Context: an optimization exercise on an open-source flow, tuned for small area. The choices shown serve that exercise and are no tape-out recipe.
Function not checked in this run: the RTL went through the layout flow alone. The flow treats the clock pin as an ideal source, which a real chip does not have.

### flow/flow/run.sh
#!/bin/bash
set -euo pipefail
here=$(pwd)

# synthesis script: ORFS's synth.tcl with the adder mapping after its first
# hierarchy pass, run from a copy of synth_recipe.tcl
sed "s|^hierarchy -check -top \$::env(DESIGN_NAME)\$|&\ntechmap -map $here/flow/fa_map.v\nhierarchy -check -top \$::env(DESIGN_NAME)|" \
  "$FLOW_HOME/scripts/synth.tcl" > own_synth_body.tcl
sed "s|source \$::env(SCRIPTS_DIR)/synth.tcl|source $here/own_synth_body.tcl|" \
  synth_recipe.tcl > own_synth.tcl
grep -q "fa_map.v" own_synth_body.tcl
grep -q "own_synth_body.tcl" own_synth.tcl

# standard.sh with the synthesis script swapped
sed "s|SYNTH_SCRIPT=$here/synth_recipe.tcl|SYNTH_SCRIPT=$here/own_synth.tcl|" standard.sh > own.sh
grep -q "SYNTH_SCRIPT=$here/own_synth.tcl" own.sh

export BUFFER_PORTS_ARGS="-buffer_cell sky130_fd_sc_hd__buf_1"
export CTS_ARGS="-sink_clustering_enable -repair_clock_nets -sink_clustering_size 35 -sink_clustering_max_diameter 90 -dont_use_dummy_load"
bash own.sh > flow.log 2>&1
### flow/flow/fa_map.v
// Maps the design's full and half adder cells to the library's adder cells.
module ha_fa (input wire a, input wire b, input wire c, output wire s, output wire co);
  sky130_fd_sc_hd__fa_1 _TECHMAP_REPLACE_ (.A(a), .B(b), .CIN(c), .COUT(co), .SUM(s));
endmodule
module ha_ha (input wire a, input wire b, output wire s, output wire co);
  sky130_fd_sc_hd__ha_1 _TECHMAP_REPLACE_ (.A(a), .B(b), .COUT(co), .SUM(s));
endmodule
### flow/standard.sh
#!/bin/bash
# synth_recipe.tcl (not shown) runs the flow's synth.tcl, then flattens the netlist and writes it again
# the make line also repeats each setting of config.mk as NAME=value (left out here)
make -C /OpenROAD-flow-scripts/flow DESIGN_CONFIG=/design/flow/config.mk WORK_HOME=/design/flow/orfs CLKGATE_MAP_FILE= SYNTH_SCRIPT=/design/flow/synth_recipe.tcl "${@:-finish}"
### flow/config.mk
export PLATFORM = sky130hd
export DESIGN_NAME = hearing_aid_processor
export DESIGN_NICKNAME = hearing_aid_processor
export VERILOG_FILES = /design/flow/design.v
export SDC_FILE = /design/flow/constraint.sdc
export NUM_CORES = 8
export LEC_CHECK = 0
export CAP_MARGIN = 20
export CORE_MARGIN = 2
export CORE_UTILIZATION = 40
export SLEW_MARGIN = 20
### flow/constraint.sdc
create_clock -name core_clock -period 40.0 [get_ports {clk}]
set_input_delay 8.0000 -clock core_clock [delete_from_list [all_inputs] [get_ports {clk}]]
set_output_delay 8.0000 -clock core_clock [all_outputs]
set_load 0.01 [all_outputs]
### flow/design.v
module ha_fa (input wire a, input wire b, input wire c, output wire s, output wire co);
  assign s = a ^ b ^ c;
  assign co = (a & b) | (a & c) | (b & c);
endmodule
module ha_ha (input wire a, input wire b, output wire s, output wire co);
  assign s = a ^ b;
  assign co = a & b;
endmodule
module ha_add #(parameter W = 16, parameter CI = -1) (
  input wire [W-1:0] a,
  input wire [W-1:0] b,
  input wire ci,
  output wire [W-1:0] y,
  output wire co
);
  wire [W:0] c;
  genvar i;
  generate
    if (CI == 0) begin : c0
      ha_ha u0 (.a(a[0]), .b(b[0]), .s(y[0]), .co(c[1]));
    end else if (CI == 1) begin : c1
      assign y[0] = ~(a[0] ^ b[0]);
      assign c[1] = a[0] | b[0];
    end else begin : cv
      ha_fa u0 (.a(a[0]), .b(b[0]), .c(ci), .s(y[0]), .co(c[1]));
    end
    for (i = 1; i < W; i = i + 1) begin : g
      ha_fa u (.a(a[i]), .b(b[i]), .c(c[i]), .s(y[i]), .co(c[i+1]));
    end
  endgenerate
  assign c[0] = 1'b0;
  assign co = c[W];
endmodule
module ha_inc #(parameter W = 8, parameter CI = -1) (
  input wire [W-1:0] a,
  input wire ci,
  output wire [W-1:0] y,
  output wire co
);
  wire [W:0] c;
  genvar i;
  generate
    if (CI == 1) begin : c1
      assign y[0] = ~a[0];
      assign c[1] = a[0];
    end else begin : cv
      ha_ha u0 (.a(a[0]), .b(ci), .s(y[0]), .co(c[1]));
    end
    for (i = 1; i < W; i = i + 1) begin : g
      ha_ha u (.a(a[i]), .b(c[i]), .s(y[i]), .co(c[i+1]));
    end
  endgenerate
  assign c[0] = 1'b0;
  assign co = c[W];
endmodule
module lms_mac (
  input wire [15:0] a,
  input wire [8:0] b,
  input wire [34:0] x,
  input wire k,
  output wire [34:0] y
);
  wire m_pp0_0 = a[0] & b[0];
  wire m_pp0_1 = a[0] & b[1];
  wire m_pp0_2 = a[0] & b[2];
  wire m_pp0_3 = a[0] & b[3];
  wire m_pp0_4 = a[0] & b[4];
  wire m_pp0_5 = a[0] & b[5];
  wire m_pp0_6 = a[0] & b[6];
  wire m_pp0_7 = a[0] & b[7];
  wire m_pp0_8 = ~(a[0] & b[8]);
  wire m_pp1_0 = a[1] & b[0];
  wire m_pp1_1 = a[1] & b[1];
  wire m_pp1_2 = a[1] & b[2];
  wire m_pp1_3 = a[1] & b[3];
  wire m_pp1_4 = a[1] & b[4];
  wire m_pp1_5 = a[1] & b[5];
  wire m_pp1_6 = a[1] & b[6];
  wire m_pp1_7 = a[1] & b[7];
  wire m_pp1_8 = ~(a[1] & b[8]);
  wire m_pp2_0 = a[2] & b[0];
  wire m_pp2_1 = a[2] & b[1];
  wire m_pp2_2 = a[2] & b[2];
  wire m_pp2_3 = a[2] & b[3];
  wire m_pp2_4 = a[2] & b[4];
  wire m_pp2_5 = a[2] & b[5];
  wire m_pp2_6 = a[2] & b[6];
  wire m_pp2_7 = a[2] & b[7];
  wire m_pp2_8 = ~(a[2] & b[8]);
  wire m_pp3_0 = a[3] & b[0];
  wire m_pp3_1 = a[3] & b[1];
  wire m_pp3_2 = a[3] & b[2];
  wire m_pp3_3 = a[3] & b[3];
  wire m_pp3_4 = a[3] & b[4];
  wire m_pp3_5 = a[3] & b[5];
  wire m_pp3_6 = a[3] & b[6];
  wire m_pp3_7 = a[3] & b[7];
  wire m_pp3_8 = ~(a[3] & b[8]);
  wire m_pp4_0 = a[4] & b[0];
  wire m_pp4_1 = a[4] & b[1];
  wire m_pp4_2 = a[4] & b[2];
  wire m_pp4_3 = a[4] & b[3];
  wire m_pp4_4 = a[4] & b[4];
  wire m_pp4_5 = a[4] & b[5];
  wire m_pp4_6 = a[4] & b[6];
  wire m_pp4_7 = a[4] & b[7];
  wire m_pp4_8 = ~(a[4] & b[8]);
  wire m_pp5_0 = a[5] & b[0];
  wire m_pp5_1 = a[5] & b[1];
  wire m_pp5_2 = a[5] & b[2];
  wire m_pp5_3 = a[5] & b[3];
  wire m_pp5_4 = a[5] & b[4];
  wire m_pp5_5 = a[5] & b[5];
  wire m_pp5_6 = a[5] & b[6];
  wire m_pp5_7 = a[5] & b[7];
  wire m_pp5_8 = ~(a[5] & b[8]);
  wire m_pp6_0 = a[6] & b[0];
  wire m_pp6_1 = a[6] & b[1];
  wire m_pp6_2 = a[6] & b[2];
  wire m_pp6_3 = a[6] & b[3];
  wire m_pp6_4 = a[6] & b[4];
  wire m_pp6_5 = a[6] & b[5];
  wire m_pp6_6 = a[6] & b[6];
  wire m_pp6_7 = a[6] & b[7];
  wire m_pp6_8 = ~(a[6] & b[8]);
  wire m_pp7_0 = a[7] & b[0];
  wire m_pp7_1 = a[7] & b[1];
  wire m_pp7_2 = a[7] & b[2];
  wire m_pp7_3 = a[7] & b[3];
  wire m_pp7_4 = a[7] & b[4];
  wire m_pp7_5 = a[7] & b[5];
  wire m_pp7_6 = a[7] & b[6];
  wire m_pp7_7 = a[7] & b[7];
  wire m_pp7_8 = ~(a[7] & b[8]);
  wire m_pp8_0 = a[8] & b[0];
  wire m_pp8_1 = a[8] & b[1];
  wire m_pp8_2 = a[8] & b[2];
  wire m_pp8_3 = a[8] & b[3];
  wire m_pp8_4 = a[8] & b[4];
  wire m_pp8_5 = a[8] & b[5];
  wire m_pp8_6 = a[8] & b[6];
  wire m_pp8_7 = a[8] & b[7];
  wire m_pp8_8 = ~(a[8] & b[8]);
  wire m_pp9_0 = a[9] & b[0];
  wire m_pp9_1 = a[9] & b[1];
  wire m_pp9_2 = a[9] & b[2];
  wire m_pp9_3 = a[9] & b[3];
  wire m_pp9_4 = a[9] & b[4];
  wire m_pp9_5 = a[9] & b[5];
  wire m_pp9_6 = a[9] & b[6];
  wire m_pp9_7 = a[9] & b[7];
  wire m_pp9_8 = ~(a[9] & b[8]);
  wire m_pp10_0 = a[10] & b[0];
  wire m_pp10_1 = a[10] & b[1];
  wire m_pp10_2 = a[10] & b[2];
  wire m_pp10_3 = a[10] & b[3];
  wire m_pp10_4 = a[10] & b[4];
  wire m_pp10_5 = a[10] & b[5];
  wire m_pp10_6 = a[10] & b[6];
  wire m_pp10_7 = a[10] & b[7];
  wire m_pp10_8 = ~(a[10] & b[8]);
  wire m_pp11_0 = a[11] & b[0];
  wire m_pp11_1 = a[11] & b[1];
  wire m_pp11_2 = a[11] & b[2];
  wire m_pp11_3 = a[11] & b[3];
  wire m_pp11_4 = a[11] & b[4];
  wire m_pp11_5 = a[11] & b[5];
  wire m_pp11_6 = a[11] & b[6];
  wire m_pp11_7 = a[11] & b[7];
  wire m_pp11_8 = ~(a[11] & b[8]);
  wire m_pp12_0 = a[12] & b[0];
  wire m_pp12_1 = a[12] & b[1];
  wire m_pp12_2 = a[12] & b[2];
  wire m_pp12_3 = a[12] & b[3];
  wire m_pp12_4 = a[12] & b[4];
  wire m_pp12_5 = a[12] & b[5];
  wire m_pp12_6 = a[12] & b[6];
  wire m_pp12_7 = a[12] & b[7];
  wire m_pp12_8 = ~(a[12] & b[8]);
  wire m_pp13_0 = a[13] & b[0];
  wire m_pp13_1 = a[13] & b[1];
  wire m_pp13_2 = a[13] & b[2];
  wire m_pp13_3 = a[13] & b[3];
  wire m_pp13_4 = a[13] & b[4];
  wire m_pp13_5 = a[13] & b[5];
  wire m_pp13_6 = a[13] & b[6];
  wire m_pp13_7 = a[13] & b[7];
  wire m_pp13_8 = ~(a[13] & b[8]);
  wire m_pp14_0 = a[14] & b[0];
  wire m_pp14_1 = a[14] & b[1];
  wire m_pp14_2 = a[14] & b[2];
  wire m_pp14_3 = a[14] & b[3];
  wire m_pp14_4 = a[14] & b[4];
  wire m_pp14_5 = a[14] & b[5];
  wire m_pp14_6 = a[14] & b[6];
  wire m_pp14_7 = a[14] & b[7];
  wire m_pp14_8 = ~(a[14] & b[8]);
  wire m_pp15_0 = ~(a[15] & b[0]);
  wire m_pp15_1 = ~(a[15] & b[1]);
  wire m_pp15_2 = ~(a[15] & b[2]);
  wire m_pp15_3 = ~(a[15] & b[3]);
  wire m_pp15_4 = ~(a[15] & b[4]);
  wire m_pp15_5 = ~(a[15] & b[5]);
  wire m_pp15_6 = ~(a[15] & b[6]);
  wire m_pp15_7 = ~(a[15] & b[7]);
  wire m_pp15_8 = a[15] & b[8];
  wire m_ns_x = ~x[34];
  wire m_1, m_2;
  ha_fa u_m_1 (.a(m_pp0_8), .b(m_pp1_7), .c(m_pp2_6), .s(m_1), .co(m_2));
  wire m_3, m_4;
  ha_fa u_m_3 (.a(m_pp1_8), .b(m_pp2_7), .c(m_pp3_6), .s(m_3), .co(m_4));
  wire m_5, m_6;
  ha_fa u_m_5 (.a(m_pp2_8), .b(m_pp3_7), .c(m_pp4_6), .s(m_5), .co(m_6));
  wire m_7, m_8;
  ha_fa u_m_7 (.a(m_pp3_8), .b(m_pp4_7), .c(m_pp5_6), .s(m_7), .co(m_8));
  wire m_9, m_10;
  ha_fa u_m_9 (.a(m_pp4_8), .b(m_pp5_7), .c(m_pp6_6), .s(m_9), .co(m_10));
  wire m_11, m_12;
  ha_fa u_m_11 (.a(m_pp5_8), .b(m_pp6_7), .c(m_pp7_6), .s(m_11), .co(m_12));
  wire m_13, m_14;
  ha_fa u_m_13 (.a(m_pp6_8), .b(m_pp7_7), .c(m_pp8_6), .s(m_13), .co(m_14));
  wire m_15, m_16;
  ha_fa u_m_15 (.a(m_pp7_8), .b(m_pp8_7), .c(m_pp9_6), .s(m_15), .co(m_16));
  wire m_17, m_18;
  ha_ha u_m_17 (.a(m_pp10_5), .b(m_pp11_4), .s(m_17), .co(m_18));
  wire m_19, m_20;
  ha_fa u_m_19 (.a(m_pp8_8), .b(m_pp9_7), .c(m_pp10_6), .s(m_19), .co(m_20));
  wire m_21, m_22;
  ha_ha u_m_21 (.a(m_pp0_5), .b(m_pp1_4), .s(m_21), .co(m_22));
  wire m_23, m_24;
  ha_fa u_m_23 (.a(m_pp0_6), .b(m_pp1_5), .c(m_pp2_4), .s(m_23), .co(m_24));
  wire m_25, m_26;
  ha_ha u_m_25 (.a(m_pp3_3), .b(m_pp4_2), .s(m_25), .co(m_26));
  wire m_27, m_28;
  ha_fa u_m_27 (.a(m_pp0_7), .b(m_pp1_6), .c(m_pp2_5), .s(m_27), .co(m_28));
  wire m_29, m_30;
  ha_fa u_m_29 (.a(m_pp3_4), .b(m_pp4_3), .c(m_pp5_2), .s(m_29), .co(m_30));
  wire m_31, m_32;
  ha_ha u_m_31 (.a(m_pp6_1), .b(m_pp7_0), .s(m_31), .co(m_32));
  wire m_33, m_34;
  ha_fa u_m_33 (.a(m_1), .b(m_pp3_5), .c(m_pp4_4), .s(m_33), .co(m_34));
  wire m_35, m_36;
  ha_fa u_m_35 (.a(m_pp5_3), .b(m_pp6_2), .c(m_pp7_1), .s(m_35), .co(m_36));
  wire m_37 = ~(m_pp8_0 ^ x[8]);
  wire m_38 = m_pp8_0 | x[8];
  wire m_39, m_40;
  ha_fa u_m_39 (.a(m_2), .b(m_3), .c(m_pp4_5), .s(m_39), .co(m_40));
  wire m_41, m_42;
  ha_fa u_m_41 (.a(m_pp5_4), .b(m_pp6_3), .c(m_pp7_2), .s(m_41), .co(m_42));
  wire m_43, m_44;
  ha_fa u_m_43 (.a(m_pp8_1), .b(m_pp9_0), .c(x[9]), .s(m_43), .co(m_44));
  wire m_45, m_46;
  ha_fa u_m_45 (.a(m_4), .b(m_5), .c(m_pp5_5), .s(m_45), .co(m_46));
  wire m_47, m_48;
  ha_fa u_m_47 (.a(m_pp6_4), .b(m_pp7_3), .c(m_pp8_2), .s(m_47), .co(m_48));
  wire m_49, m_50;
  ha_fa u_m_49 (.a(m_pp9_1), .b(m_pp10_0), .c(x[10]), .s(m_49), .co(m_50));
  wire m_51, m_52;
  ha_fa u_m_51 (.a(m_6), .b(m_7), .c(m_pp6_5), .s(m_51), .co(m_52));
  wire m_53, m_54;
  ha_fa u_m_53 (.a(m_pp7_4), .b(m_pp8_3), .c(m_pp9_2), .s(m_53), .co(m_54));
  wire m_55, m_56;
  ha_fa u_m_55 (.a(m_pp10_1), .b(m_pp11_0), .c(x[11]), .s(m_55), .co(m_56));
  wire m_57, m_58;
  ha_fa u_m_57 (.a(m_8), .b(m_9), .c(m_pp7_5), .s(m_57), .co(m_58));
  wire m_59, m_60;
  ha_fa u_m_59 (.a(m_pp8_4), .b(m_pp9_3), .c(m_pp10_2), .s(m_59), .co(m_60));
  wire m_61, m_62;
  ha_fa u_m_61 (.a(m_pp11_1), .b(m_pp12_0), .c(x[12]), .s(m_61), .co(m_62));
  wire m_63, m_64;
  ha_fa u_m_63 (.a(m_10), .b(m_11), .c(m_pp8_5), .s(m_63), .co(m_64));
  wire m_65, m_66;
  ha_fa u_m_65 (.a(m_pp9_4), .b(m_pp10_3), .c(m_pp11_2), .s(m_65), .co(m_66));
  wire m_67, m_68;
  ha_fa u_m_67 (.a(m_pp12_1), .b(m_pp13_0), .c(x[13]), .s(m_67), .co(m_68));
  wire m_69, m_70;
  ha_fa u_m_69 (.a(m_12), .b(m_13), .c(m_pp9_5), .s(m_69), .co(m_70));
  wire m_71, m_72;
  ha_fa u_m_71 (.a(m_pp10_4), .b(m_pp11_3), .c(m_pp12_2), .s(m_71), .co(m_72));
  wire m_73, m_74;
  ha_fa u_m_73 (.a(m_pp13_1), .b(m_pp14_0), .c(x[14]), .s(m_73), .co(m_74));
  wire m_75, m_76;
  ha_fa u_m_75 (.a(m_14), .b(m_15), .c(m_17), .s(m_75), .co(m_76));
  wire m_77, m_78;
  ha_fa u_m_77 (.a(m_pp12_3), .b(m_pp13_2), .c(m_pp14_1), .s(m_77), .co(m_78));
  wire m_79 = ~(m_pp15_0 ^ x[15]);
  wire m_80 = m_pp15_0 | x[15];
  wire m_81, m_82;
  ha_fa u_m_81 (.a(m_16), .b(m_18), .c(m_19), .s(m_81), .co(m_82));
  wire m_83, m_84;
  ha_fa u_m_83 (.a(m_pp11_5), .b(m_pp12_4), .c(m_pp13_3), .s(m_83), .co(m_84));
  wire m_85, m_86;
  ha_fa u_m_85 (.a(m_pp14_2), .b(m_pp15_1), .c(x[16]), .s(m_85), .co(m_86));
  wire m_87, m_88;
  ha_fa u_m_87 (.a(m_20), .b(m_pp9_8), .c(m_pp10_7), .s(m_87), .co(m_88));
  wire m_89, m_90;
  ha_fa u_m_89 (.a(m_pp11_6), .b(m_pp12_5), .c(m_pp13_4), .s(m_89), .co(m_90));
  wire m_91, m_92;
  ha_fa u_m_91 (.a(m_pp14_3), .b(m_pp15_2), .c(x[17]), .s(m_91), .co(m_92));
  wire m_93, m_94;
  ha_fa u_m_93 (.a(m_pp10_8), .b(m_pp11_7), .c(m_pp12_6), .s(m_93), .co(m_94));
  wire m_95, m_96;
  ha_fa u_m_95 (.a(m_pp13_5), .b(m_pp14_4), .c(m_pp15_3), .s(m_95), .co(m_96));
  wire m_97, m_98;
  ha_fa u_m_97 (.a(m_pp11_8), .b(m_pp12_7), .c(m_pp13_6), .s(m_97), .co(m_98));
  wire m_99, m_100;
  ha_ha u_m_99 (.a(m_pp0_3), .b(m_pp1_2), .s(m_99), .co(m_100));
  wire m_101, m_102;
  ha_fa u_m_101 (.a(m_pp0_4), .b(m_pp1_3), .c(m_pp2_2), .s(m_101), .co(m_102));
  wire m_103, m_104;
  ha_ha u_m_103 (.a(m_pp3_1), .b(m_pp4_0), .s(m_103), .co(m_104));
  wire m_105, m_106;
  ha_fa u_m_105 (.a(m_21), .b(m_pp2_3), .c(m_pp3_2), .s(m_105), .co(m_106));
  wire m_107, m_108;
  ha_fa u_m_107 (.a(m_pp4_1), .b(m_pp5_0), .c(x[5]), .s(m_107), .co(m_108));
  wire m_109, m_110;
  ha_fa u_m_109 (.a(m_22), .b(m_23), .c(m_25), .s(m_109), .co(m_110));
  wire m_111, m_112;
  ha_fa u_m_111 (.a(m_pp5_1), .b(m_pp6_0), .c(x[6]), .s(m_111), .co(m_112));
  wire m_113, m_114;
  ha_fa u_m_113 (.a(m_24), .b(m_26), .c(m_27), .s(m_113), .co(m_114));
  wire m_115, m_116;
  ha_fa u_m_115 (.a(m_29), .b(m_31), .c(x[7]), .s(m_115), .co(m_116));
  wire m_117, m_118;
  ha_fa u_m_117 (.a(m_28), .b(m_30), .c(m_32), .s(m_117), .co(m_118));
  wire m_119, m_120;
  ha_fa u_m_119 (.a(m_33), .b(m_35), .c(m_37), .s(m_119), .co(m_120));
  wire m_121, m_122;
  ha_fa u_m_121 (.a(m_34), .b(m_36), .c(m_38), .s(m_121), .co(m_122));
  wire m_123, m_124;
  ha_fa u_m_123 (.a(m_39), .b(m_41), .c(m_43), .s(m_123), .co(m_124));
  wire m_125, m_126;
  ha_fa u_m_125 (.a(m_40), .b(m_42), .c(m_44), .s(m_125), .co(m_126));
  wire m_127, m_128;
  ha_fa u_m_127 (.a(m_45), .b(m_47), .c(m_49), .s(m_127), .co(m_128));
  wire m_129, m_130;
  ha_fa u_m_129 (.a(m_46), .b(m_48), .c(m_50), .s(m_129), .co(m_130));
  wire m_131, m_132;
  ha_fa u_m_131 (.a(m_51), .b(m_53), .c(m_55), .s(m_131), .co(m_132));
  wire m_133, m_134;
  ha_fa u_m_133 (.a(m_52), .b(m_54), .c(m_56), .s(m_133), .co(m_134));
  wire m_135, m_136;
  ha_fa u_m_135 (.a(m_57), .b(m_59), .c(m_61), .s(m_135), .co(m_136));
  wire m_137, m_138;
  ha_fa u_m_137 (.a(m_58), .b(m_60), .c(m_62), .s(m_137), .co(m_138));
  wire m_139, m_140;
  ha_fa u_m_139 (.a(m_63), .b(m_65), .c(m_67), .s(m_139), .co(m_140));
  wire m_141, m_142;
  ha_fa u_m_141 (.a(m_64), .b(m_66), .c(m_68), .s(m_141), .co(m_142));
  wire m_143, m_144;
  ha_fa u_m_143 (.a(m_69), .b(m_71), .c(m_73), .s(m_143), .co(m_144));
  wire m_145, m_146;
  ha_fa u_m_145 (.a(m_70), .b(m_72), .c(m_74), .s(m_145), .co(m_146));
  wire m_147, m_148;
  ha_fa u_m_147 (.a(m_75), .b(m_77), .c(m_79), .s(m_147), .co(m_148));
  wire m_149, m_150;
  ha_fa u_m_149 (.a(m_76), .b(m_78), .c(m_80), .s(m_149), .co(m_150));
  wire m_151, m_152;
  ha_fa u_m_151 (.a(m_81), .b(m_83), .c(m_85), .s(m_151), .co(m_152));
  wire m_153, m_154;
  ha_fa u_m_153 (.a(m_82), .b(m_84), .c(m_86), .s(m_153), .co(m_154));
  wire m_155, m_156;
  ha_fa u_m_155 (.a(m_87), .b(m_89), .c(m_91), .s(m_155), .co(m_156));
  wire m_157, m_158;
  ha_fa u_m_157 (.a(m_88), .b(m_90), .c(m_92), .s(m_157), .co(m_158));
  wire m_159, m_160;
  ha_fa u_m_159 (.a(m_93), .b(m_95), .c(x[18]), .s(m_159), .co(m_160));
  wire m_161, m_162;
  ha_fa u_m_161 (.a(m_94), .b(m_96), .c(m_97), .s(m_161), .co(m_162));
  wire m_163, m_164;
  ha_fa u_m_163 (.a(m_pp14_5), .b(m_pp15_4), .c(x[19]), .s(m_163), .co(m_164));
  wire m_165, m_166;
  ha_fa u_m_165 (.a(m_98), .b(m_pp12_8), .c(m_pp13_7), .s(m_165), .co(m_166));
  wire m_167, m_168;
  ha_fa u_m_167 (.a(m_pp14_6), .b(m_pp15_5), .c(x[20]), .s(m_167), .co(m_168));
  wire m_169, m_170;
  ha_fa u_m_169 (.a(m_pp13_8), .b(m_pp14_7), .c(m_pp15_6), .s(m_169), .co(m_170));
  wire m_171, m_172;
  ha_ha u_m_171 (.a(m_pp0_2), .b(m_pp1_1), .s(m_171), .co(m_172));
  wire m_173, m_174;
  ha_fa u_m_173 (.a(m_99), .b(m_pp2_1), .c(m_pp3_0), .s(m_173), .co(m_174));
  wire m_175, m_176;
  ha_fa u_m_175 (.a(m_100), .b(m_101), .c(m_103), .s(m_175), .co(m_176));
  wire m_177, m_178;
  ha_fa u_m_177 (.a(m_102), .b(m_104), .c(m_105), .s(m_177), .co(m_178));
  wire m_179, m_180;
  ha_fa u_m_179 (.a(m_106), .b(m_108), .c(m_109), .s(m_179), .co(m_180));
  wire m_181, m_182;
  ha_fa u_m_181 (.a(m_110), .b(m_112), .c(m_113), .s(m_181), .co(m_182));
  wire m_183, m_184;
  ha_fa u_m_183 (.a(m_114), .b(m_116), .c(m_117), .s(m_183), .co(m_184));
  wire m_185, m_186;
  ha_fa u_m_185 (.a(m_118), .b(m_120), .c(m_121), .s(m_185), .co(m_186));
  wire m_187, m_188;
  ha_fa u_m_187 (.a(m_122), .b(m_124), .c(m_125), .s(m_187), .co(m_188));
  wire m_189, m_190;
  ha_fa u_m_189 (.a(m_126), .b(m_128), .c(m_129), .s(m_189), .co(m_190));
  wire m_191, m_192;
  ha_fa u_m_191 (.a(m_130), .b(m_132), .c(m_133), .s(m_191), .co(m_192));
  wire m_193, m_194;
  ha_fa u_m_193 (.a(m_134), .b(m_136), .c(m_137), .s(m_193), .co(m_194));
  wire m_195, m_196;
  ha_fa u_m_195 (.a(m_138), .b(m_140), .c(m_141), .s(m_195), .co(m_196));
  wire m_197, m_198;
  ha_fa u_m_197 (.a(m_142), .b(m_144), .c(m_145), .s(m_197), .co(m_198));
  wire m_199, m_200;
  ha_fa u_m_199 (.a(m_146), .b(m_148), .c(m_149), .s(m_199), .co(m_200));
  wire m_201, m_202;
  ha_fa u_m_201 (.a(m_150), .b(m_152), .c(m_153), .s(m_201), .co(m_202));
  wire m_203, m_204;
  ha_fa u_m_203 (.a(m_154), .b(m_156), .c(m_157), .s(m_203), .co(m_204));
  wire m_205, m_206;
  ha_fa u_m_205 (.a(m_158), .b(m_160), .c(m_161), .s(m_205), .co(m_206));
  wire m_207, m_208;
  ha_fa u_m_207 (.a(m_162), .b(m_164), .c(m_165), .s(m_207), .co(m_208));
  wire m_209, m_210;
  ha_fa u_m_209 (.a(m_166), .b(m_168), .c(m_169), .s(m_209), .co(m_210));
  wire m_211, m_212;
  ha_fa u_m_211 (.a(m_170), .b(m_pp14_8), .c(m_pp15_7), .s(m_211), .co(m_212));
  wire m_213, m_214;
  ha_ha u_m_213 (.a(m_pp15_8), .b(x[23]), .s(m_213), .co(m_214));
  wire m_215, m_216;
  ha_ha u_m_215 (.a(m_pp0_1), .b(m_pp1_0), .s(m_215), .co(m_216));
  wire m_217, m_218;
  ha_fa u_m_217 (.a(m_171), .b(m_pp2_0), .c(x[2]), .s(m_217), .co(m_218));
  wire m_219, m_220;
  ha_fa u_m_219 (.a(m_172), .b(m_173), .c(x[3]), .s(m_219), .co(m_220));
  wire m_221, m_222;
  ha_fa u_m_221 (.a(m_174), .b(m_175), .c(x[4]), .s(m_221), .co(m_222));
  wire m_223, m_224;
  ha_fa u_m_223 (.a(m_176), .b(m_177), .c(m_107), .s(m_223), .co(m_224));
  wire m_225, m_226;
  ha_fa u_m_225 (.a(m_178), .b(m_179), .c(m_111), .s(m_225), .co(m_226));
  wire m_227, m_228;
  ha_fa u_m_227 (.a(m_180), .b(m_181), .c(m_115), .s(m_227), .co(m_228));
  wire m_229, m_230;
  ha_fa u_m_229 (.a(m_182), .b(m_183), .c(m_119), .s(m_229), .co(m_230));
  wire m_231, m_232;
  ha_fa u_m_231 (.a(m_184), .b(m_185), .c(m_123), .s(m_231), .co(m_232));
  wire m_233, m_234;
  ha_fa u_m_233 (.a(m_186), .b(m_187), .c(m_127), .s(m_233), .co(m_234));
  wire m_235, m_236;
  ha_fa u_m_235 (.a(m_188), .b(m_189), .c(m_131), .s(m_235), .co(m_236));
  wire m_237, m_238;
  ha_fa u_m_237 (.a(m_190), .b(m_191), .c(m_135), .s(m_237), .co(m_238));
  wire m_239, m_240;
  ha_fa u_m_239 (.a(m_192), .b(m_193), .c(m_139), .s(m_239), .co(m_240));
  wire m_241, m_242;
  ha_fa u_m_241 (.a(m_194), .b(m_195), .c(m_143), .s(m_241), .co(m_242));
  wire m_243, m_244;
  ha_fa u_m_243 (.a(m_196), .b(m_197), .c(m_147), .s(m_243), .co(m_244));
  wire m_245, m_246;
  ha_fa u_m_245 (.a(m_198), .b(m_199), .c(m_151), .s(m_245), .co(m_246));
  wire m_247, m_248;
  ha_fa u_m_247 (.a(m_200), .b(m_201), .c(m_155), .s(m_247), .co(m_248));
  wire m_249, m_250;
  ha_fa u_m_249 (.a(m_202), .b(m_203), .c(m_159), .s(m_249), .co(m_250));
  wire m_251, m_252;
  ha_fa u_m_251 (.a(m_204), .b(m_205), .c(m_163), .s(m_251), .co(m_252));
  wire m_253, m_254;
  ha_fa u_m_253 (.a(m_206), .b(m_207), .c(m_167), .s(m_253), .co(m_254));
  wire m_255, m_256;
  ha_fa u_m_255 (.a(m_208), .b(m_209), .c(x[21]), .s(m_255), .co(m_256));
  wire m_257, m_258;
  ha_fa u_m_257 (.a(m_210), .b(m_211), .c(x[22]), .s(m_257), .co(m_258));
  wire m_259, m_260;
  ha_fa u_m_259 (.a(m_212), .b(m_213), .c(k), .s(m_259), .co(m_260));
  wire m_261 = ~(m_214 ^ x[24]);
  wire m_262 = m_214 | x[24];
  wire m_263 = ~x[25];
  wire m_264 = ~x[26];
  wire m_265 = ~x[27];
  wire m_266 = ~x[28];
  wire m_267 = ~x[29];
  wire m_268 = ~x[30];
  wire m_269 = ~x[31];
  wire m_270 = ~x[32];
  wire m_271 = ~x[33];
  wire m_272, m_273;
  ha_ha u_m_272 (.a(m_pp0_0), .b(x[0]), .s(m_272), .co(m_273));
  assign y[0] = m_272;
  wire m_274, m_275;
  ha_fa u_m_274 (.a(m_215), .b(x[1]), .c(m_273), .s(m_274), .co(m_275));
  assign y[1] = m_274;
  wire m_276, m_277;
  ha_fa u_m_276 (.a(m_216), .b(m_217), .c(m_275), .s(m_276), .co(m_277));
  assign y[2] = m_276;
  wire m_278, m_279;
  ha_fa u_m_278 (.a(m_218), .b(m_219), .c(m_277), .s(m_278), .co(m_279));
  assign y[3] = m_278;
  wire m_280, m_281;
  ha_fa u_m_280 (.a(m_220), .b(m_221), .c(m_279), .s(m_280), .co(m_281));
  assign y[4] = m_280;
  wire m_282, m_283;
  ha_fa u_m_282 (.a(m_222), .b(m_223), .c(m_281), .s(m_282), .co(m_283));
  assign y[5] = m_282;
  wire m_284, m_285;
  ha_fa u_m_284 (.a(m_224), .b(m_225), .c(m_283), .s(m_284), .co(m_285));
  assign y[6] = m_284;
  wire m_286, m_287;
  ha_fa u_m_286 (.a(m_226), .b(m_227), .c(m_285), .s(m_286), .co(m_287));
  assign y[7] = m_286;
  wire m_288, m_289;
  ha_fa u_m_288 (.a(m_228), .b(m_229), .c(m_287), .s(m_288), .co(m_289));
  assign y[8] = m_288;
  wire m_290, m_291;
  ha_fa u_m_290 (.a(m_230), .b(m_231), .c(m_289), .s(m_290), .co(m_291));
  assign y[9] = m_290;
  wire m_292, m_293;
  ha_fa u_m_292 (.a(m_232), .b(m_233), .c(m_291), .s(m_292), .co(m_293));
  assign y[10] = m_292;
  wire m_294, m_295;
  ha_fa u_m_294 (.a(m_234), .b(m_235), .c(m_293), .s(m_294), .co(m_295));
  assign y[11] = m_294;
  wire m_296, m_297;
  ha_fa u_m_296 (.a(m_236), .b(m_237), .c(m_295), .s(m_296), .co(m_297));
  assign y[12] = m_296;
  wire m_298, m_299;
  ha_fa u_m_298 (.a(m_238), .b(m_239), .c(m_297), .s(m_298), .co(m_299));
  assign y[13] = m_298;
  wire m_300, m_301;
  ha_fa u_m_300 (.a(m_240), .b(m_241), .c(m_299), .s(m_300), .co(m_301));
  assign y[14] = m_300;
  wire m_302, m_303;
  ha_fa u_m_302 (.a(m_242), .b(m_243), .c(m_301), .s(m_302), .co(m_303));
  assign y[15] = m_302;
  wire m_304, m_305;
  ha_fa u_m_304 (.a(m_244), .b(m_245), .c(m_303), .s(m_304), .co(m_305));
  assign y[16] = m_304;
  wire m_306, m_307;
  ha_fa u_m_306 (.a(m_246), .b(m_247), .c(m_305), .s(m_306), .co(m_307));
  assign y[17] = m_306;
  wire m_308, m_309;
  ha_fa u_m_308 (.a(m_248), .b(m_249), .c(m_307), .s(m_308), .co(m_309));
  assign y[18] = m_308;
  wire m_310, m_311;
  ha_fa u_m_310 (.a(m_250), .b(m_251), .c(m_309), .s(m_310), .co(m_311));
  assign y[19] = m_310;
  wire m_312, m_313;
  ha_fa u_m_312 (.a(m_252), .b(m_253), .c(m_311), .s(m_312), .co(m_313));
  assign y[20] = m_312;
  wire m_314, m_315;
  ha_fa u_m_314 (.a(m_254), .b(m_255), .c(m_313), .s(m_314), .co(m_315));
  assign y[21] = m_314;
  wire m_316, m_317;
  ha_fa u_m_316 (.a(m_256), .b(m_257), .c(m_315), .s(m_316), .co(m_317));
  assign y[22] = m_316;
  wire m_318, m_319;
  ha_fa u_m_318 (.a(m_258), .b(m_259), .c(m_317), .s(m_318), .co(m_319));
  assign y[23] = m_318;
  wire m_320, m_321;
  ha_fa u_m_320 (.a(m_260), .b(m_261), .c(m_319), .s(m_320), .co(m_321));
  assign y[24] = m_320;
  wire m_322, m_323;
  ha_fa u_m_322 (.a(m_262), .b(m_263), .c(m_321), .s(m_322), .co(m_323));
  assign y[25] = m_322;
  wire m_324, m_325;
  ha_fa u_m_324 (.a(x[25]), .b(m_264), .c(m_323), .s(m_324), .co(m_325));
  assign y[26] = m_324;
  wire m_326, m_327;
  ha_fa u_m_326 (.a(x[26]), .b(m_265), .c(m_325), .s(m_326), .co(m_327));
  assign y[27] = m_326;
  wire m_328, m_329;
  ha_fa u_m_328 (.a(x[27]), .b(m_266), .c(m_327), .s(m_328), .co(m_329));
  assign y[28] = m_328;
  wire m_330, m_331;
  ha_fa u_m_330 (.a(x[28]), .b(m_267), .c(m_329), .s(m_330), .co(m_331));
  assign y[29] = m_330;
  wire m_332, m_333;
  ha_fa u_m_332 (.a(x[29]), .b(m_268), .c(m_331), .s(m_332), .co(m_333));
  assign y[30] = m_332;
  wire m_334, m_335;
  ha_fa u_m_334 (.a(x[30]), .b(m_269), .c(m_333), .s(m_334), .co(m_335));
  assign y[31] = m_334;
  wire m_336, m_337;
  ha_fa u_m_336 (.a(x[31]), .b(m_270), .c(m_335), .s(m_336), .co(m_337));
  assign y[32] = m_336;
  wire m_338, m_339;
  ha_fa u_m_338 (.a(x[32]), .b(m_271), .c(m_337), .s(m_338), .co(m_339));
  assign y[33] = m_338;
  assign y[34] = x[33] ^ m_ns_x ^ m_339;
endmodule
module hearing_aid_processor (
    input  wire                 clk,
    input  wire                 rst_n,
    input  wire signed [15:0]   audio_in,
    input  wire                 audio_valid,
    output wire signed [15:0]   audio_out,
    output wire                 audio_ready
);
    reg  [4:0]  ph;           
    reg         nready;       
    reg         nstart;       
    reg  [14:0] noise;        
    reg         pend;         
    reg         upd;          
    reg         mac;          
    reg         ready_q;
    reg  [255:0] wring;       
    reg  [255:0] dring;       
    reg  [34:0]  acc;         
    reg  [15:0]  s_q;         
    reg  [15:0]  e_q;         
    wire        take  = audio_valid & nready;     
    wire        ph31  = &ph;
    wire        ph0   = ~|ph;
    wire        hi    = ph[0];                    
    wire        start = ph31 & pend & ~upd;
    wire        nz    = |noise;
    wire [15:0] x     = audio_in;
    wire        xneg  = x[15];
    wire        nsamp = audio_valid & ~nready;    
    wire        nfull = nstart & (&acc[30:23]);   
    wire        nlast = nsamp & nfull;            
    wire        nacc  = nsamp & ~nfull;
    wire [15:0] nop = {1'b0, noise} ^ {16{~xneg}};
    wire [15:0] t;
    ha_add #(.W(16)) u_tadd (.a(x), .b(nop), .ci(~xneg), .y(t), .co());
    wire        keep = xneg ? (t[15] & nz) : ~t[15];
    wire [15:0] s    = t & {16{keep}};
    wire [7:0]  w0  = wring[7:0];
    wire [7:0]  w1  = wring[15:8];
    wire [7:0]  w31 = wring[255:248];
    wire [7:0]  d0  = dring[7:0];
    wire        lo_mac = mac & ~hi;
    wire        hi_mac = mac & hi;
    wire [15:0] ma = ({16{upd}} & e_q)
                   | ({16{lo_mac}} & {w1, w0})
                   | ({16{hi_mac}} & {w0, w31})
                   | ({16{nacc}} & x);
    wire [8:0]  mb = nacc ? {{8{xneg}}, 1'b1} : {hi & d0[7], d0};
    wire        x_full  = (lo_mac & ~ph0) | (nacc & nstart);
    wire        x_shift = ~nsamp & (hi | ~(upd | mac));
    wire [34:0] acc_sh  = {{8{acc[34]}}, acc[34:8]};
    wire [34:0] mx = ({35{x_full}} & acc) | ({35{x_shift}} & acc_sh);
    wire [34:0] mt;
    lms_mac u_mac (.a(ma), .b(mb), .x(mx), .k(nacc), .y(mt));
    wire        full_wr = ((upd | mac) & ~hi) | nsamp;    
    wire        ovf = ~((&acc[34:30]) | ~(|acc[34:30]));
    assign audio_out   = ovf ? {acc[34], {15{~acc[34]}}} : acc[30:15];
    assign audio_ready = ready_q;
    wire        yovf = ~((&mt[26:22]) | ~(|mt[26:22]));
    wire [15:0] ynx  = yovf ? {mt[26], {15{~mt[26]}}} : mt[22:7];
    wire [15:0] e;
    ha_add #(.W(16), .CI(1)) u_esub (.a(s_q), .b(~ynx), .ci(1'b1), .y(e), .co());
    wire [9:0]  dw = mt[23:14] & {10{upd & hi}};
    wire [15:0] wcur = {w0, w31};
    wire [15:0] wsum;
    ha_add #(.W(16), .CI(0)) u_wadd (.a(wcur), .b({{6{dw[9]}}, dw}), .ci(1'b0), .y(wsum), .co());
    wire        wovf = (wcur[15] == dw[9]) & (wsum[15] != wcur[15]);
    wire [15:0] wnew = wovf ? {wcur[15], {15{~wcur[15]}}} : wsum;
    wire [4:0] ph_nx;
    ha_inc #(.W(5), .CI(1)) u_phinc (.a(ph), .ci(1'b1), .y(ph_nx), .co());
    always @(posedge clk or negedge rst_n) begin
        if (!rst_n) begin
            ph      <= 5'd0;
            nready  <= 1'b0;
            nstart  <= 1'b0;
            pend    <= 1'b0;
            upd     <= 1'b0;
            mac     <= 1'b0;
            ready_q <= 1'b0;
        end else begin
            ph      <= ph_nx;
            ready_q <= start;
            if (nsamp)
                nstart <= 1'b1;
            if (nlast)
                nready <= 1'b1;
            pend <= (pend | take) & ~start;
            if (ph31) begin
                upd <= start;
                mac <= upd;
            end
        end
    end
    always @(posedge clk) begin
        if (take)
            s_q <= s;
        if (nlast)
            noise <= acc[22:8];
        if (start)
            e_q <= e;
        acc[34:8] <= full_wr ? mt[34:8] : mt[26:0];
        if (full_wr)
            acc[7:0] <= mt[7:0];
        wring <= {wnew[15:8] & {8{nready}}, wnew[7:0], wring[247:8]};
        dring[231:0]   <= dring[239:8];
        dring[239:232] <= (upd & (ph[4:1] != 4'd0)) ? d0 : dring[247:240];
        dring[247:240] <= dring[255:248];
        dring[255:248] <= (upd & ph[4:1] == 4'd15) ? (hi ? s_q[15:8] : s_q[7:0])
                                                  : (d0 & {8{nready}});
    end
endmodule
==> impl_metrics.py <==
metrics = {
    "routing": {
        "drtPass1Iterations": 6,
        "drt_iter0_markers": 901,
        "wl_per_cell_um": 18.5,
        "wirelength_um": 38500,
        "ant_nets": 0,
        "vias": 9878,
        "drc_errors": 0,
        "vias_per_cell": 4.74,
    },
    "synthesis": {
        "yosysSeqAreaShare": 0.629,
        "avgSynthCellArea_um2": 14.6,
        "synth_area_um2": 20200,
        "ys_warn_count": 1,
        "syn-num-nets": 1624,
        "synthArstFlopShare": 0.0182,
        "synth_edf_count": 55,
        "synth_cells": 1388,
        "synth-seq-cells": 605,
        "ys.flop_type": "dfxtp_1",
        "synth.distinct_cells": 53,
    },
    "cells_and_area": {
        "drive_above_1_share": 0.0652,
        "final_core_util": 0.433,
        "final_common_cell": "dfxtp_1",
        "fin_nets": 1649,
        "fill_cells": 4528,
        "seq_area_um2": 12700,
        "layout.cells.non_filler": 2084,
        "mostFrequentLayoutCells": "539 x dfxtp_1, 198 x fa_1, 125 x nor2_1, 82 x nand2_1, 55 x edfxtp_1",
        "multiInputGateArea_um2": 7080,
        "area_growth_pct": 7.14,
    },
    "setup_path": {
        "path_buf_inv": 6,
        "startpoint": "audio_in[15]",
        "path_max_fanout": 19,
        "arrival_ns": 27.74,
        "setup.worst_path.start_class": "input port",
        "critPathCaptureType": "register",
        "crit_type": "input port to register",
        "crit_path_frequent_cell": "fa_1",
        "required_ns": 40.31,
        "worstReg2RegStart": "nready",
        "slowest_delay_ns": 0.79,
        "reg2reg_slack_ns": 19.29,
        "cpMaxStageDelayCell": "o21ai_1",
        "cp_top_family": "adder cells",
    },
    "grt": {
        "antenna_found_initial": 2,
        "grt_busiest_layer": "met2",
        "grtUsageTotal": 0.151,
        "grtUsageMet1": 0.214,
        "grt_pass1_wl_um": 61100,
        "grtUsageMet3": 0.0293,
        "overflow": 0,
        "grt_pass1_vias": 10262,
        "use_met2": 0.239,
        "grt_max_degree": 43,
    },
    "clock_network": {
        "root_buffer": "clkbuf_16",
        "clock_latency_ns": 0.57,
        "clockBufferDepth": 3,
        "cts-buffers-inserted": 23,
        "cts_tree": "built",
        "clock_sinks": 605,
        "h-tree-depth": 1,
        "cts_resized": 0,
        "cts.reportedPaths.clkPinSlew_ns": 0.12,
        "hold_buffers": 0,
        "post_cts_buffers": 0,
    },
    "floorplanning": {
        "die_area_um2": 52300,
        "die_w_um": 229,
        "rows": 82,
        "start_util": 0.404,
        "ios": 36,
        "core_area_um2": 50000,
        "fp.dieH_um": 229,
    },
    "run": {
        "timing.max_cap.violations": 0,
    },
    "worst_hold_path": {
        "hold_path_class": "register to register",
        "hp-start": "wring[81]",
    },
    "timing": {
        "whs_ns": 0.279,
        "hold_violations": 0,
        "rsz0062_at_grt": "false",
        "final.setup.tns_ns": 0,
        "setup_violations": 0,
        "max_slew.worst_pin.slew_ns": 0.992,
        "post-route-period-util": 0.686,
        "max_freq_ghz": 0.0365,
        "slew_headroom": 0.334,
        "fin_crit_ns": 27.43,
        "clock_skew_ns": 0.0594,
        "slew_violations": 0,
    },
    "place": {
        "dp_hpwl_um": 28100,
        "globalplace.congestion": 0.880,
        "dpl.cell_count": 2060,
        "portBuffers": 35,
    },
    "run_status": {
        "outcome": "finished clean",
    },
}
-- through the flow --
stage          cell area [um2]  worst slack [ns]
3_5_place_dp             21100             11.89
3_3_place_gp             21100             12.19
2_1_floorplan            20200             13.60
4_1_cts                  21600             12.48
6_report                 21600             12.57
5_1_grt                  21600             11.80
-- cell type report --
type / count / area share
sequential: 605 / 0.587
multi-input combinational: 700 / 0.327
tap: 672 / 0.0388
clock buffer: 23 / 0.0266
timing repair buffer: 65 / 0.0165
inverter: 18 / 0.00324
antenna: 1 / 0.000116
-- state kept, by name (all words and copies together) (netlist names) --
register  cells
s_q          16
pend          1
noise        15
e_q          16
wring       256
dring       256
ph            5
upd           1
nstart        1
mac           1
nready        1
acc          35
ready_q       1
-- Yosys cell counts (2+ instances only) --
cell	number	area [um2]
dfxtp_1	539	10800
fa_1	198	3960
nor2_1	127	477
nand2_1	82	308
edfxtp_1	55	1650
a21oi_1	36	180
a21o_1	32	240
mux2_2	27	304
clkbuf_1	26	97.6
a22o_1	23	201
nand2b_1	20	125
and2_1	19	119
ha_1	19	238
buf_2	16	80.1
buf_4	16	120
inv_1	16	60.1
xnor2_1	16	140
a222oi_1	15	150
dfrtp_1	11	275
and3_1	10	62.6
nand3_1	10	50.1
o21ai_0	10	50.1
mux2i_1	8	80.1
nor2b_1	8	50.1
buf_1	5	18.8
nor4_1	5	31.3
or2_1	5	31.3
a22oi_1	4	30.0
nor3b_1	3	22.5
and4_4	2	22.5
nand4_1	2	12.5
or4_1	2	15.0
-- kinds of logic (layout without fill, tap and decap cells) --
| kind of cell | Yosys count | in the layout | share of synthesized area |
|---|---|---|---|
| muxes | 36 | 36 | 0.0201 |
| xor gates and xnor gates | 16 | 16 | 0.00694 |
| DFF | 605 | 605 | 0.629 |
| buffers and inverters | 83 | 106 | 0.0204 |
| AOI/OAI and AO/OA | 132 | 132 | 0.0481 |
| and+or+nand+nor | 299 | 299 | 0.0670 |
| adders and majority gates | 217 | 217 | 0.208 |
| other | 0 | 1 | 0 |
-- path summary, 6_finish.rpt --
| path | end | depth (start not counted) |
|---|---|---|
| max in group asynchronous | upd | 1 |
| worst max register to register | e_q[15] | 53 |
| min in group asynchronous | ready_q | 1 |
| worst min register to register | wring[73] | 0 |
| worst min-delay path | wring[73] | 0 |
| worst max-delay path | e_q[15] | 54 |
-- metal layers --
layer | vias up | wire (um)
met4 | 2 | 922
met1 | 5037 | 17800
li1 | 4529 | -
met3 | 62 | 2140
met5 | - | 12
met2 | 248 | 17600

port drivers added, routing unchanged:
Ports are ideal in the flow. The routed layout listed here was re-timed in OpenROAD. Step 1, drivers: a clkbuf_16 drives clk and a buf_2 each remaining input, both assumed. Step 2, shift: input delay + t, output delay - t, t = (earliest + latest rising clock arrival at the registers) / 2. This alone moves slack from input paths to output paths. Slacks: no drivers / after step 1 / after step 2; pairs: no drivers / after step 1.
t (ns): 0.590
slack for setup (ns): 12.571 / 12.596 / 12.006
worst setup path at the end: input to register
worst slew at a driven data input, ns: 0.12
After both steps this run still meets setup and hold. The setup slack of this run moves by +0.025 ns with the drivers and by -0.565 ns with both steps.
